Context: an optimization exercise on an open-source flow, tuned for small area and a short achievable clock period. The choices shown serve that exercise and are no tape-out recipe. At most, simulation tests tie the RTL to the original design; equivalence was not proved. Only the layout flow was run in run 1; the RTL was not checked for function there.

==> flow/design.v, too long to show whole: its modules and the start of the top module <==
// module Synth: 904 lines
// module FA: 10 lines
// module GP: 11 lines
// module GC: 8 lines
// module NAND2: 7 lines
// module NAND7: 6 lines
module Synth(
  input         clock,
  input         reset,
  input  [19:0] io_Freq_0,
  input  [19:0] io_Freq_1,
  input  [19:0] io_Freq_2,
  input  [19:0] io_Freq_3,
  input  [19:0] io_Freq_4,
  input  [19:0] io_Freq_5,
  input  [17:0] io_Amp_0,
  input  [17:0] io_Amp_1,
  input  [17:0] io_Amp_2,
  input  [17:0] io_Amp_3,
  input  [17:0] io_Amp_4,
  input  [17:0] io_Amp_5,
  output [22:0] io_Out
);
  // ...
==> flow/flow/run.sh <==
#!/bin/bash
# Standard ORFS layout with a tighter setup-repair target and minimum-size
# port buffers. Full tool output goes to standard.log in the work folder.
set -euo pipefail
bash standard.sh SETUP_SLACK_MARGIN=8.0 'BUFFER_PORTS_ARGS=-buffer_cell sky130_fd_sc_hd__buf_1' finish > standard.log 2>&1
==> flow/standard.sh <==
#!/bin/bash
# synth_recipe.tcl (not shown) runs the flow's synth.tcl, then flattens the netlist and writes it again
# the make line also repeats each setting of config.mk as NAME=value (left out here)
make -C /OpenROAD-flow-scripts/flow DESIGN_CONFIG=/design/flow/config.mk WORK_HOME=/design/flow/orfs CLKGATE_MAP_FILE= SYNTH_SCRIPT=/design/flow/synth_recipe.tcl "${@:-finish}"
==> flow/config.mk <==
export PLATFORM = sky130hd
export DESIGN_NAME = Synth
export DESIGN_NICKNAME = Synth
export VERILOG_FILES = /design/flow/design.v
export SDC_FILE = /design/flow/constraint.sdc
export NUM_CORES = 4
export LEC_CHECK = 0
export CAP_MARGIN = 20
export CORE_MARGIN = 2
export CORE_UTILIZATION = 40
export CTS_CLUSTER_DIAMETER = 150
export CTS_CLUSTER_SIZE = 24
export SLEW_MARGIN = 20
export SYNTH_HIERARCHICAL = 1
export SYNTH_MINIMUM_KEEP_SIZE = 0
export TNS_END_PERCENT = 10
==> flow/constraint.sdc <==
create_clock -name core_clock -period 15.0 [get_ports {clock}]
set_input_delay 3.0000 -clock core_clock [delete_from_list [all_inputs] [get_ports {clock}]]
set_output_delay 3.0000 -clock core_clock [all_outputs]
set_load 0.01 [all_outputs]
==> key figures, run 1 <==
Detailed routing
  – Met2 WL post-DR: about 46,000 um
  – Routed length per instance: 20.0 um
  – Metal-1 WL: 40,200 um

Setup path
  – CP Cell Sequence: buf_1, nand2_1, and4_1, nand4_1, buf_6, buf_4, a22oi_1, xor2_1, fa_1, fa_2, fa_1, fa_2, fa_2, nor3b_2, a21oi_2, fa_1, a211oi_2
  – Worst r2r src: X0[1]$_SDFFE_PP0P_
  – Worst setup SP type: input port
  – Setup crit end kind: flop
  – Critical path class: in -> reg
  – Crit path buf inv count: 3
  – Flop2flop setup slack: ~8 ns
  – Req. time, crit path: 15.48 ns

Outcome
  – Status: no timing/DRC/antenna violations

Finish
  – Final clock-cell share: 0.0171
  – Multi-input combinational gate total: 2,701
  – Area Growth Syn to Fin: 14.0%
  – Reg area: 9600 um2
  – Multi-input combinational area share: 0.615
  – Proportion of layout cells with a drive suffix above 1: 0.105
  – Design Area, Final: 36,800 um2

Synth
  – Ys async rst share: 0
  – Main area contributors after synthesis: dfxtp_1, fa_1, xor2_1
  – Mapped Area: 32,300 um2
  – Synth warn: 15

Global routing
  – Antenna violations before repair: 7
  – GR peak layer: met2
  – Overall Global Routing Usage: 0.222

Timing
  – Fin crit share: 0.479
  – Unrepaired setup endpoints after global routing: true
  – F_max: 0.139 GHz

Floorplan
  – Initial Util: 0.402
  – Core Box Area: ~80,000 um2

Clock network
  – Post-CTS Setup Repair Bufs: 73
  – Skew-Pair Late Insertion Delay: about 0.58 ns

Placed design
  – Port buffer count: 252
==> run 2, diff against run 1 <==
--- a/flow/design.v
+++ b/flow/design.v
@@ -320,22 +320,24 @@
   wire [19:0] Pres = PS + PC + {19'h0, Pc};         
   wire [22:0] prow = {23{t[11]}} & {{3{Pres[19]}}, Pres};
   wire [17:0] m2;
   wire  [5:0] asel = {t[11], t[9], t[7], t[5], t[3], t[1]};
   wire        ph0 = ~ph;
   genvar q, r;
   generate
     for (q = 0; q < 18; q = q + 1) begin : amux
-      wire [6:0] n;
+      wire [5:0] n;
       for (r = 0; r < 6; r = r + 1) begin : an
         NAND2 u (.a(amp[r][q]), .b(asel[r]), .y(n[r]));
       end
-      NAND2 uf (.a(fold[q]), .b(ph0), .y(n[6]));
-      NAND7 uo (.a(n), .y(m2[q]));
+      wire na, nf;
+      AND6 ua (.a(n[5:0]), .y(na));
+      NAND2 uf (.a(fold[q]), .b(ph0), .y(nf));
+      NAND2 uo (.a(na), .b(nf), .y(m2[q]));
     end
   endgenerate
   wire [20:0] wx = {2'b00, Wv, 1'b0};
   wire [20:0] fx = {2'b00, fold, 1'b0};
   wire [20:0] ix = {2'b00, index[17:0], 1'b0};
   wire [9:0]  neg;
   wire [18:0] pp0, pp1, pp2, pp3, pp4, pp5, pp6, pp7, pp8, pp9;
   wire [18:0] pp [0:9];
@@ -846,19 +848,20 @@
   GC ugc0_10 (.gh(g9_10), .ph(p9_10), .gl(g0_8), .g(g0_10));
   wire g0_12;
   GC ugc0_12 (.gh(g11_12), .ph(p11_12), .gl(g0_10), .g(g0_12));
   wire g0_16;
   GC ugc0_16 (.gh(g13_16), .ph(p13_16), .gl(g0_12), .g(g0_16));
   wire c17 = g0_16;
   assign R0 = {tc420, tc418, tc416, tc412, tc408, tc402, tc396, tc388, tc380, tc370, tc360, tc348, tc336, tc322, tc308, tc292, tc276, tc258, tc240, tc220, tc200, tc180, tc162, tc144, tc128, tc112, tc98, tc84, ts81, tc60, tc50, ts47, ts37, ts29, ts21, ts15, ts9, pp1[0], pp0[1], pp0[0]};
   assign R1 = {ts421, ts419, ts417, ts415, ts411, ts407, ts401, ts395, ts387, ts379, ts369, ts359, ts347, ts335, ts321, ts307, ts291, ts275, ts257, ts239, ts219, ts199, ts179, ts161, ts143, ts127, ts111, ts97, ts83, ts71, ts59, ts49, ts39, ts31, ts23, ts17, ts11, ts7, ts3, ts1};
-  wire [19:0] A0 = t[7] ? W1S : t[11] ? 20'h0 : R0[36:17];
-  wire [19:0] A1 = t[7] ? W1C : t[11] ? 20'h0 : R1[36:17];
-  wire        ac = t[7] ? W1c : t[11] ? 1'b0  : c17;
+  wire        gR = ~(t[7] | t[11]);
+  wire [19:0] A0 = ({20{gR}} & R0[36:17]) | ({20{t[7]}} & W1S);
+  wire [19:0] A1 = ({20{gR}} & R1[36:17]) | ({20{t[7]}} & W1C);
+  wire        ac = (gR & c17) | (t[7] & W1c);
   wire [19:0] X0n = A0 ^ A1 ^ irs_n;
   wire [19:0] X1n = {(A0[18:0] & A1[18:0]) | (A0[18:0] & irs_n[18:0]) | (A1[18:0] & irs_n[18:0]), ac};
   always @(posedge clock) begin
     if (reset) begin
       t <= 12'h001;
       ph <= 1'b0;
       incR <= 1'b0;
       X0 <= 20'h0;
@@ -933,14 +936,14 @@
 endmodule
 module NAND2(
   input  a,
   input  b,
   output y
 );
   assign y = ~(a & b);
 endmodule
-module NAND7(
-  input  [6:0] a,
+module AND6(
+  input  [5:0] a,
   output       y
 );
-  assign y = ~&a;
+  assign y = &a;
 endmodule
==> key figures, run 2 <==
Placed design
  – Post-placement cell count: about 4,600
  – Routability Congestion: roughly 0.86
  – Post-DP HPWL: 64,400 um
  – Port buffer count: 252 (unchanged)

Finish
  – Most common cell after layout, fill and taps aside: dfxtp_1
  – Area Growth Syn to Fin: 13.7%
  – N_diodes: 0
  – Nets@finish: 4,287
  – Reg area: 9590 um2 (about the same)
  – Final core occ: 0.460
  – Fillers: 7,614
  – Regs by FF count: div (120), idx (120)
  – Layout Cells excl Fill: 4,696
  – Commonest non-fill, non-tap cells in the layout: dfxtp_1, xor2_1, nor2_1, nand2_1, buf_1
  – Proportion of layout cells with a drive suffix above 1: 0.101 (-0.00447)
  – Multi-input gate area: 22,600 um2

Setup path
  – R2R cell count: 27
  – Flop2flop setup slack: 8.00 ns (+0.10 ns)
  – R2r endpoint: X1[0]$_SDFFE_PP0P_
  – Req. time, crit path: 15.44 ns (-0.04 ns)
  – Worst r2r src: X0[2]$_SDFFE_PP0P_
  – Setup crit end kind: flop
  – Critical path class: in -> reg
  – Crit path max fanout: 10
  – Worst setup SP type: input port
  – Worst EP arrival: 7.55 ns

Synth
  – Number of synthesized flops with an enable pin: 41
  – Main area contributors after synthesis: dfxtp_1, fa_1, xor2_1
  – Sequential share of the synthesized area: 0.299
  – Mapped Area: 32,100 um2 (-0.52%)
  – Most common cell in the synthesized netlist: dfxtp_1
  – Post-synth top area cell: dfxtp_1
  – Ys flop type: dfxtp_1
  – Synth warn: 15 (unchanged)
  – Post-synth cell types: ~70
  – Post-Syn Nets: roughly 4,000
  – Commonest cells post-synth: dfxtp_1, xor2_1, nor2_1
  – Mapped Cells: between 3,000 and 4,000
  – Ys async rst share: 0 (unchanged)
  – Share of the synthesized area in the top cell type: 0.260
  – Mean Syn Cell Area: ~9.5 um2
  – #FFs+latches synth: 458

Detailed routing
  – Initial DRC count: 1,854
  – Routed length per instance: 19.2 um (-3.7%)
  – Post-route ant nets: 0
  – Routed wire length: 90,400 um
  – Vias per inst: between 5 and 6
  – DRC viols: 0
  – Detailed Routing Iterations Pass 1: 6
  – Via count: 24,773

Outcome
  – Status: no timing/DRC/antenna violations

Clock network
  – CTS tree: built
  – CTS Root Cell: clkbuf_16
  – Total CTS buffers: 23
  – Hold_buf cts: 0
  – Clock buffer depth: 3
  – Clk slew on worst S/H paths: 0.09 ns
  – Number of H-tree levels: 1
  – Sink Count: 458
  – Skew-Pair Late Insertion Delay: 0.58 ns (about the same)

Hold path
  – Cells on Worst Hold Path: 1
  – Hold EP: div[2][0]$_DFF_P_
  – HP Start: div[2][0]$_DFF_P_
  – Hold Path Class: reg -> reg

Timing
  – Max-slew violation count: 0
  – Slew headroom: 0.294
  – F_max: 0.141 GHz (+1.0%)
  – Setup violations, final: 0
  – Final hold vios: 0
  – Least-Margin Pin Slew: 1.06 ns
  – Fin crit period: 7.11 ns
  – Setup TNS: 0 ns
  – Unrepaired setup endpoints after global routing: true
  – Fin crit share: 0.474 (-0.00476)
  – Fin Clk Skew: about 0.029 ns

Floorplan
  – Die Y: 287 um
  – Initial Util: 0.405 (+0.00247)
  – I/O pin cnt: ~250
  – Row count: 103
  – Core Box Area: 79,300 um2 (-1.1%)
  – Die X: 287 um
  – Die Area: 82,500 um2

Run
  – Max_cap viols: 0

Global routing
  – Vias in the first global route: 24,880
  – Overall Global Routing Usage: 0.215 (-0.00675)
  – Routing usage on met3: 0.0241
  – Pin count of the biggest net entering global routing: 169
  – Met1 usage: 0.276
  – Antenna violations before repair: 4 (-3)
  – GR peak layer: met2
  – Grt ovf: 0
  – First-pass GRT wire length: 140,000 um
  – Met2 usage: 0.376
run 2: layer usage:
layer / up-vias / wire (um)
met4: 2 / 2870
met2: 693 / 43900
met5: - / 13
met1: 11982 / 38600
met3: 142 / 4960
li1: 11954 / -
run 2: cell families (layout without fill, tap and decap cells):
group / after synthesis / in the layout / synth area share
compound gates: 463 / 463 / 0.100
xor+xnor: 552 / 553 / 0.151
fa+ha+maj: 420 / 420 / 0.209
buf+inv: 219 / 470 / 0.0267
flops: 458 / 458 / 0.299
mux: 123 / 123 / 0.0384
simple gates: 1156 / 1159 / 0.176
run 2: timing repair:
item | in CTS | in global routing
pin swaps | 33 | 45
gates resized for setup | 118 | 82
setup endpoints to repair | 140 | 39
setup buffers | 62 | 17
gates cloned | 3 | 2
run 2: final cells by class:
cell class / count / share of cell area
Timing Repair Buffer: 382 / 0.0588
Clock inverter: 2 / 0.00106
Multi-Input combinational cell: 2718 / 0.619
Sequential cell: 458 / 0.263
Clock buffer: 32 / 0.0167
Inverter: 54 / 0.00556
Tap cell: 1050 / 0.0360
run 2: critical path: stages:
cell and delay (ns):
buf_1 0.08, nand2_1 0.09, nand4_1 0.15, nor2_4 0.24, nand2_8 0.12, a22oi_2 0.18
xor2_1 0.24, fa_2 0.49, fa_1 0.48, fa_1 0.54, fa_1 0.46, fa_2 0.64
nand2b_1 0.09, o21ai_2 0.13, fa_1 0.42, mux2i_1 0.15, nor2_1 0.05
run 2: how the worst max path moves through the flow:
stage,endpoint,slack (ns),cells past startpoint,startpoint
2_1_floorplan,X0[2]$_SDFFE_PP0P_,7.60,19,io_Amp_3[16]
3_3_place_gp,X0[4]$_SDFFE_PP0P_,6.76,18,io_Amp_4[17]
3_5_place_dp,X0[4]$_SDFFE_PP0P_,6.68,18,io_Amp_4[17]
4_1_cts,X0[2]$_SDFFE_PP0P_,7.92,18,io_Amp_4[11]
5_1_grt,X0[2]$_SDFFE_PP0P_,7.76,19,io_Amp_3[15]
6_report,X0[2]$_SDFFE_PP0P_,7.89,17,io_Amp_4[17]
run 2: per-stage QoR:
step	hold slack (ns)	instance area (um2)	worst slack (ns)
global placement	0.473	34200	6.76
CTS	0.498	36000	7.92
detailed placement	0.480	34200	6.68
global route	0.515	36500	7.76
floorplan	0.453	32200	7.60
finish	0.494	36500	7.89
run 2: per-module statistics from Yosys (local to each module, per instance):
module  area (um2)  cells  copies in the design
NAND2         3.75      1                   144
GP            13.8      2                    45
Synth        26900   2884                     1
GC            7.51      1                    48
AND6          13.8      3                    18
FA            20.0      1                   171
==> run 3, diff against run 2 <==
--- a/flow/config.mk
+++ b/flow/config.mk
@@ -9,3 +9,3 @@
 export CORE_MARGIN = 2
-export CORE_UTILIZATION = 40
+export CORE_UTILIZATION = 50
 export CTS_CLUSTER_DIAMETER = 150
==> key figures, run 3 <==
Placed design
  – Port buffer count: 252 (unchanged)
  – Post-placement cell count: 4,371 (-4.5%)
  – DP Area: 33,900 um2 (-0.76%)
  – Routability Congestion: 0.951 (+11%)
  – Post-DP HPWL: 67,800 um (+5.2%)

Setup path
  – Worst r2r src: X1[0]$_SDFFE_PP0P_
  – Worst setup SP type: input port
  – CP Cell Sequence: buf_1, nand2_1, nand4_1, nor2_4, nand2_4, a22oi_1, xor2_1, fa_2, fa_1, fa_2, fa_1, ha_1, or2_2, and2_1, a21o_1, a21o_1, nor3b_1, a21oi_1, a211oi_1
  – Critical path class: in -> reg
  – Slowest-stage cell, CP: fa_2
  – R2r endpoint: X1[0]$_SDFFE_PP0P_
  – Flop2flop setup slack: 7.82 ns (-0.18 ns)
  – Crit path max fanout: 8 (-2)
  – R2R cell count: 27 (unchanged)
  – Critical Path Max Stage Delay: 0.58 ns (-0.06 ns)
  – Worst EP arrival: 7.63 ns (+0.08 ns)
  – Setup crit end kind: flop
  – Req. time, crit path: 15.40 ns (-0.04 ns)

Floorplan
  – Initial Util: 0.507 (+0.102)
  – Row count: 92 (-11%)
  – Die Y: 257 um (-10%)
  – Die X: 257 um (-10%)
  – Die Area: 66,200 um2 (-20%)
  – Core Box Area: 63,300 um2 (-20%)
  – I/O pin cnt: 253 (unchanged)

Hold path
  – Cells on Worst Hold Path: 1 (unchanged)
  – Hold Path Class: reg -> reg
  – HP Start: div[1][0]$_DFF_P_
  – Hold EP: div[1][0]$_DFF_P_

Global routing
  – First-pass GRT wire length: 150,000 um (+7.2%)
  – Pin count of the biggest net entering global routing: 167 (-1.2%)
  – Routing usage on met3: 0.0320 (+0.00789)
  – Grt ovf: 0 (unchanged)
  – Vias in the first global route: 26,521 (+6.6%)
  – GR peak layer: met2
  – Met2 usage: 0.500 (+0.124)
  – Met1 usage: 0.367 (+0.0915)
  – Antenna violations before repair: 2 (-2)
  – Overall Global Routing Usage: 0.286 (+0.0712)

Timing
  – Fin Clk Skew: 0.0465 ns (+0.0178 ns)
  – Max-slew violation count: 0 (unchanged)
  – Tightest hold margin: 0.493 ns (-0.00136 ns)
  – Fin crit share: 0.482 (+0.00762)
  – Setup TNS: 0 ns (unchanged)
  – Fin crit period: 7.22 ns (+0.114 ns)
  – Unrepaired setup endpoints after global routing: true
  – Final hold vios: 0 (unchanged)
  – Least-Margin Pin Slew: 1.26 ns (+0.196 ns)
  – Setup violations, final: 0 (unchanged)
  – F_max: 0.138 GHz (-1.6%)
  – Slew headroom: 0.163 (-0.131)

Synth
  – Commonest cells post-synth: dfxtp_1, xor2_1, nor2_1
  – Mapped Cells: 3,391 (unchanged)
  – Main area contributors after synthesis: dfxtp_1, fa_1, xor2_1
  – Ys async rst share: 0 (unchanged)
  – Post-synth top area cell: dfxtp_1
  – #FFs+latches synth: 458 (unchanged)
  – Most common cell in the synthesized netlist: dfxtp_1
  – Post-synth cell types: 72 (unchanged)
  – Mapped Area: 32,100 um2 (unchanged)
  – Synth warn: 15 (unchanged)
  – Share of the synthesized area in the top cell type: 0.260 (unchanged)
  – Number of synthesized flops with an enable pin: 41 (unchanged)
  – Ys flop type: dfxtp_1
  – Sequential share of the synthesized area: 0.299 (unchanged)
  – Post-Syn Nets: 4,041 (unchanged)
  – Mean Syn Cell Area: 9.46 um2 (unchanged)

Run
  – Max_cap viols: 0 (unchanged)

Clock network
  – Clock buffer depth: 3 (unchanged)
  – Sink Count: 458 (unchanged)
  – Skew-Pair Late Insertion Delay: 0.59 ns (about the same)
  – Number of H-tree levels: 1 (unchanged)
  – CTS Root Cell: clkbuf_16
  – Clk slew on worst S/H paths: 0.09 ns (about the same)
  – CTS tree: built
  – Hold_buf cts: 0 (unchanged)
  – Total CTS buffers: 23 (unchanged)

Detailed routing
  – Routed wire length: 95,800 um (+6.0%)
  – Via count: 25,664 (+3.6%)
  – DRC viols: 0 (unchanged)
  – Initial DRC count: 1,926 (+3.9%)
  – Post-route ant nets: 0 (unchanged)
  – Detailed Routing Iterations Pass 1: 6 (unchanged)
  – Routed length per instance: 21.2 um (+10%)
  – Vias per inst: 5.69 (+7.8%)

Finish
  – Regs by FF count: div (120), idx (120)
  – Layout Cells excl Fill: 4,513 (-3.9%)
  – Commonest non-fill, non-tap cells in the layout: dfxtp_1, xor2_1, nor2_1, nand2_1, buf_1
  – Fillers: 5,718 (-25%)
  – Design Area, Final: 36,300 um2 (-0.45%)
  – Proportion of layout cells with a drive suffix above 1: 0.104 (+0.00382)
  – Nets@finish: 4,307 (+0.47%)
  – Area Growth Syn to Fin: 13.2%
  – Most common cell after layout, fill and taps aside: dfxtp_1

Outcome
  – Status: no timing/DRC/antenna violations
## run 3: cell count changes in the layout (fill, tap and decap cells not counted), sizes merged, moves of 2 or more
cell	before	now
clkbuf	35	32
inv	55	57
nand2	318	322
buf	378	397
## run 3: per-layer routing
| layer | share of wire | wire length (um) | vias to the layer above |
|---|---|---|---|
| li1 | - | - | 12031 |
| met1 | 0.42 | 40000 | 12590 |
| met2 | 0.49 | 47100 | 861 |
| met3 | 0.057 | 5440 | 182 |
| met4 | 0.035 | 3360 | 0 |
| met5 | 0 | 0 | - |
## run 3: how the worst max path moves through the flow
stage,from,to,depth (start not counted)
2_1_floorplan,io_Amp_3[16],X0[2]$_SDFFE_PP0P_,19
3_3_place_gp,io_Amp_1[16],X0[8]$_SDFFE_PP0P_,17
3_5_place_dp,io_Amp_1[16],X0[8]$_SDFFE_PP0P_,17
4_1_cts,io_Amp_2[6],X0[4]$_SDFFE_PP0P_,18
5_1_grt,io_Amp_1[16],X0[2]$_SDFFE_PP0P_,18
6_report,io_Amp_3[8],X1[0]$_SDFFE_PP0P_,19
## run 3: repair_timing
action                     in CTS  in global routing
gates cloned                    8                  1
setup endpoints to repair     150                 39
resized for setup             160                 30
pin swaps                      56                 34
buffers inserted               76                 22
## run 3: per-stage QoR
stage | worst slack (ns) | util
global route | 7.68 | 0.574
detailed placement | 6.33 | 0.536
global placement | 6.37 | 0.536
finish | 7.78 | 0.574
CTS | 7.88 | 0.569
floorplan | 7.60 | -
## run 3: per-module statistics from Yosys, one instance, submodules excluded
| module | cell area [um2] | cells | flip-flops and latches |
|---|---|---|---|
| Synth | 26900 | 2884 | 458 |
| AND6 | 13.8 | 3 | 0 |
| GC | 7.51 | 1 | 0 |
| NAND2 | 3.75 | 1 | 0 |
| FA | 20.0 | 1 | 0 |
| GP | 13.8 | 2 | 0 |
## run 3: layout make-up
class / instances / area, um2 / share of cell area
well taps: 846 / 1060 / 0.0292
clock buffers: 31 / 606 / 0.0167
multi-input cells: 2721 / 22500 / 0.621
repair buffers: 399 / 2280 / 0.0627
flip-flops and latches: 458 / 9600 / 0.264
diodes: 1 / 2.50 / 0.0000689
inverters: 54 / 203 / 0.00558
clock inverters: 3 / 36.3 / 0.000999
## run 3: worst max-delay path: cells and delay by family
family                     cells  cell delay (ns)
AOI/OAI and AO/OA              5             0.85
and+or+nand+nor                7             1.27
buffers and inverters          1             0.08
xor gates and xnor gates       1             0.21
adders and majority gates      5             2.22
## run 3: cells by family (layout without fill, tap and decap cells)
family | count (synthesis) | in the layout | synth area share
mux | 123 | 123 | 0.0384
compound gates | 463 | 463 | 0.100
flops | 458 | 458 | 0.299
fa+ha+maj | 420 | 420 | 0.209
simple gates | 1156 | 1163 | 0.176
other cells | 0 | 1 | 0
xor+xnor | 552 | 552 | 0.151
buf+inv | 219 | 487 | 0.0267
==> run 4, diff against run 3 <==
==> flow/flow/run.sh (replaced) <==
#!/bin/bash
# Standard ORFS layout with a tighter setup-repair target and minimum-size
# port buffers. Full tool output goes to standard.log in the work folder.
set -euo pipefail
bash standard.sh SETUP_SLACK_MARGIN=8.5 'BUFFER_PORTS_ARGS=-buffer_cell sky130_fd_sc_hd__buf_1' finish > standard.log 2>&1
--- a/flow/config.mk
+++ b/flow/config.mk
@@ -9,3 +9,3 @@
 export CORE_MARGIN = 2
-export CORE_UTILIZATION = 50
+export CORE_UTILIZATION = 40
 export CTS_CLUSTER_DIAMETER = 150
@@ -15,2 +15,2 @@
 export SYNTH_MINIMUM_KEEP_SIZE = 0
-export TNS_END_PERCENT = 10
+export TNS_END_PERCENT = 20
==> key figures, run 4 <==
Outcome
  – Status: no timing/DRC/antenna violations

Detailed routing
  – Initial DRC count: 1,653 (-14%)
  – Post-route ant nets: 0 (unchanged)
  – Detailed Routing Iterations Pass 1: 6 (unchanged)
  – Vias per inst: 5.29 (-7.0%)
  – Via count: 25,010 (-2.5%)
  – DRC viols: 0 (unchanged)
  – Routed wire length: 91,000 um (-5.1%)
  – Routed length per instance: 19.2 um (-9.4%)

Floorplan
  – Initial Util: 0.405 (-0.102)
  – Row count: 103 (+12%)
  – Die Area: 82,500 um2 (+25%)
  – Die X: 287 um (+12%)
  – I/O pin cnt: 253 (unchanged)
  – Core Box Area: 79,300 um2 (+25%)
  – Die Y: 287 um (+12%)

Synth
  – Synth Area in Compound Gates: 0.100 (unchanged)
  – Multiplexer area fraction after synthesis: 0.0384 (unchanged)
  – Post-synth cell types: 72 (unchanged)
  – Share of the synthesized area in the top cell type: 0.260 (unchanged)
  – #FFs+latches synth: 458 (unchanged)
  – Ys flop type: dfxtp_1
  – Most common cell in the synthesized netlist: dfxtp_1
  – Synth warn: 15 (unchanged)
  – Post-synthesis xor/xnor area fraction: 0.151 (unchanged)
  – Simple-gate share of the synthesized area: 0.176 (unchanged)
  – Main combinational cell family by area after synthesis: adder cells
  – Main area contributors after synthesis: dfxtp_1, fa_1, xor2_1
  – Post-synth top area cell: dfxtp_1
  – Post-Synth Adder-Cell Area: 0.209 (unchanged)
  – Ys async rst share: 0 (unchanged)
  – Sequential share of the synthesized area: 0.299 (unchanged)
  – Number of synthesized flops with an enable pin: 41 (unchanged)
  – Mapped Area: 32,100 um2 (unchanged)
  – Mean Syn Cell Area: 9.46 um2 (unchanged)
  – Post-Syn Nets: 4,041 (unchanged)
  – Commonest cells post-synth: dfxtp_1, xor2_1, nor2_1
  – Mapped Cells: 3,391 (unchanged)

Timing
  – Setup violations, final: 0 (unchanged)
  – Least-Margin Pin Slew: 1.02 ns (-0.239 ns)
  – Max-slew violation count: 0 (unchanged)
  – Setup TNS: 0 ns (unchanged)
  – Unrepaired setup endpoints after global routing: true
  – Fin crit period: 7.02 ns (-0.205 ns)
  – Final hold vios: 0 (unchanged)
  – Fin crit share: 0.468 (-0.0137)
  – F_max: 0.142 GHz (+2.9%)
  – Slew headroom: 0.322 (+0.159)
  – Fin Clk Skew: 0.0236 ns (-0.0229 ns)

Placed design
  – Port buffer count: 252 (unchanged)
  – Post-DP HPWL: 63,700 um (-6.0%)
  – Post-placement cell count: 4,580 (+4.8%)
  – Routability Congestion: 0.854 (-10%)

Hold path
  – HP Start: X1[0]$_SDFFE_PP0P_
  – Hold Path Class: reg -> reg

Setup path
  – Beginning of the critical path: io_Amp_5[7]
  – Req. time, crit path: 15.44 ns (+0.04 ns)
  – Crit path buf inv count: 2 (+1)
  – Worst EP arrival: 7.45 ns (-0.18 ns)
  – Critical path class: in -> reg
  – Cell class contributing the biggest share of worst-path delay: adder cells
  – Slowest-stage cell, CP: fa_2
  – CP Cell Sequence: buf_1, nand2_1, nand4_1, nor2_4, buf_12, nand2_8, a22oi_2, xor2_2, fa_2, fa_2, fa_2, fa_1, ha_4, or2_4, and2_4, and2_1, a21o_4, nor3b_1, a21oi_1, a211oi_1
  – Worst r2r src: X1[0]$_SDFFE_PP0P_
  – Critical Path Max Stage Delay: 0.61 ns (+0.03 ns)
  – Setup crit end kind: flop
  – Worst setup SP type: input port
  – Crit path max fanout: 7 (-1)
  – Crit-path most repeated cell: fa_2
  – Flop2flop setup slack: 8.07 ns (+0.25 ns)

Finish
  – Proportion of layout cells with a drive suffix above 1: 0.139 (+0.0344)
  – Fillers: 7,660 (+34%)
  – Nets@finish: 4,321 (+0.33%)
  – Area Growth Syn to Fin: 16.1%
  – Regs by FF count: div (120), idx (120)
  – Commonest non-fill, non-tap cells in the layout: dfxtp_1, xor2_1, nor2_1, nand2_1, buf_1
  – Most common cell after layout, fill and taps aside: dfxtp_1
  – Layout Cells excl Fill: 4,730 (+4.8%)
  – N_diodes: 0 (-1)

Clock network
  – Skew-Pair Late Insertion Delay: 0.57 ns (-0.02 ns)
  – CTS tree: built
  – Clk slew on worst S/H paths: 0.09 ns (about the same)
  – Hold_buf cts: 0 (unchanged)
  – Sink Count: 458 (unchanged)
  – CTS Root Cell: clkbuf_16
  – Number of H-tree levels: 1 (unchanged)
  – Clock buffer depth: 3 (unchanged)
  – Total CTS buffers: 23 (unchanged)

Run
  – Max_cap viols: 0 (unchanged)

Global routing
  – First-pass GRT wire length: 143,000 um (-4.7%)
  – Pin count of the biggest net entering global routing: 96 (-43%)
  – Vias in the first global route: 25,243 (-4.8%)
  – Overall Global Routing Usage: 0.219 (-0.0675)
  – Grt ovf: 0 (unchanged)
  – Antenna violations before repair: 2 (unchanged)
[run 4: final cells by class]
class / count / area, um2 / share of cell area
multi-input cells: 2726 / 23100 / 0.620
clock buffers: 31 / 606 / 0.0163
inverters: 54 / 203 / 0.00544
flip-flops and latches: 458 / 9600 / 0.258
well taps: 1050 / 1310 / 0.0353
clock inverters: 3 / 33.8 / 0.000907
repair buffers: 408 / 2400 / 0.0644
[run 4: modules after synthesis (local to each module, per instance)]
module  copies in the design  area (um2)  flip-flops and latches
GP                        45        13.8                       0
AND6                      18        13.8                       0
FA                       171        20.0                       0
NAND2                    144        3.75                       0
GC                        48        7.51                       0
Synth                      1       26900                     458
[run 4: per-layer routing]
metal / global-route usage / share of wire
met1: 0.287 / 0.43
met2: 0.379 / 0.49
met3: 0.0304 / 0.059
met4: 0.0514 / 0.022
met5: 0 / 0
[run 4: logic make-up (layout without fill, tap and decap cells)]
logic type	count (synthesis)	in the layout
adder cells (fa/ha/maj)	420	420
XOR/XNOR	552	552
buffers and inverters	219	496
AO/OA/AOI/OAI	463	463
flip-flops	458	458
AND/OR/NAND/NOR	1156	1168
multiplexers	123	123
[run 4: path summary, 6_finish.rpt]
| kind | end | cells past startpoint |
|---|---|---|
| setup / recovery | X1[0]$_SDFFE_PP0P_ | 20 |
| hold / removal | X1[0]$_SDFFE_PP0P_ | 2 |
| setup reg to reg | X1[0]$_SDFFE_PP0P_ | 28 |
| hold reg to reg | X1[0]$_SDFFE_PP0P_ | 2 |
[run 4: worst register-to-register path, delay by kind of cell (launching register included)]
kind | cells | cell delay [ns]
adder cells (fa/ha/maj) | 6 | 2.52
buffers and inverters | 4 | 0.76
flip-flops | 1 | 0.33
AND/OR/NAND/NOR | 4 | 0.68
AO/OA/AOI/OAI | 10 | 1.97
XOR/XNOR | 4 | 0.56
[run 4: through the flow]
| step | util | cell area [um2] | setup slack [ns] | hold slack [ns] |
|---|---|---|---|---|
| 6_report | 0.470 | 37300 | 7.98 | 0.491 |
| 5_1_grt | 0.470 | 37300 | 7.83 | 0.522 |
| 4_1_cts | 0.465 | 36900 | 8.02 | 0.496 |
| 3_5_place_dp | 0.435 | 34500 | 6.76 | 0.479 |
| 3_3_place_gp | 0.435 | 34500 | 6.82 | 0.473 |
| 2_1_floorplan | - | 32600 | 7.67 | 0.453 |
[run 4: what timing repair did]
item                                    4_1_cts  5_1_grt
endpoints found under the setup margin      183       76
pin swaps                                    96       52
buffers inserted                             89       12
resized for setup                           202       55
gates cloned                                 15        0

## port drivers added, routing unchanged
How much do the figures lean on ideal ports? The routed layouts below were timed once more, with nothing changed but the port constraints. Step 1 (the two cells are an assumption about what drives the block):
set clk [get_ports {clock}]
set_driving_cell -lib_cell sky130_fd_sc_hd__clkbuf_16 $clk
set_driving_cell -lib_cell sky130_fd_sc_hd__buf_2 [delete_from_list [all_inputs] $clk]
Step 2 times the ports against the registers' clock, not the clock port: input delays grow and output delays shrink by t, the midpoint of the rising clock arrivals with the driver on. Slacks: ideal ports / drivers / drivers and shift; pairs: ideal ports / drivers.
run | shift t [ns] | setup WS [ns] | pins driven straight from the clock port
run 1 | 0.615 | 7.819 / 7.853 / 7.239 | 1
run 2 | 0.624 | 7.891 / 7.922 / 7.298 | 1
run 3 | 0.630 | 7.777 / 7.816 / 7.186 | 1
run 4 | 0.619 | 7.981 / 8.015 / 7.396 | 1
After both steps setup and hold are still met in every run listed. The setup slack of run 2, which loses most, moves by +0.031 ns with the drivers and by -0.593 ns with both steps.
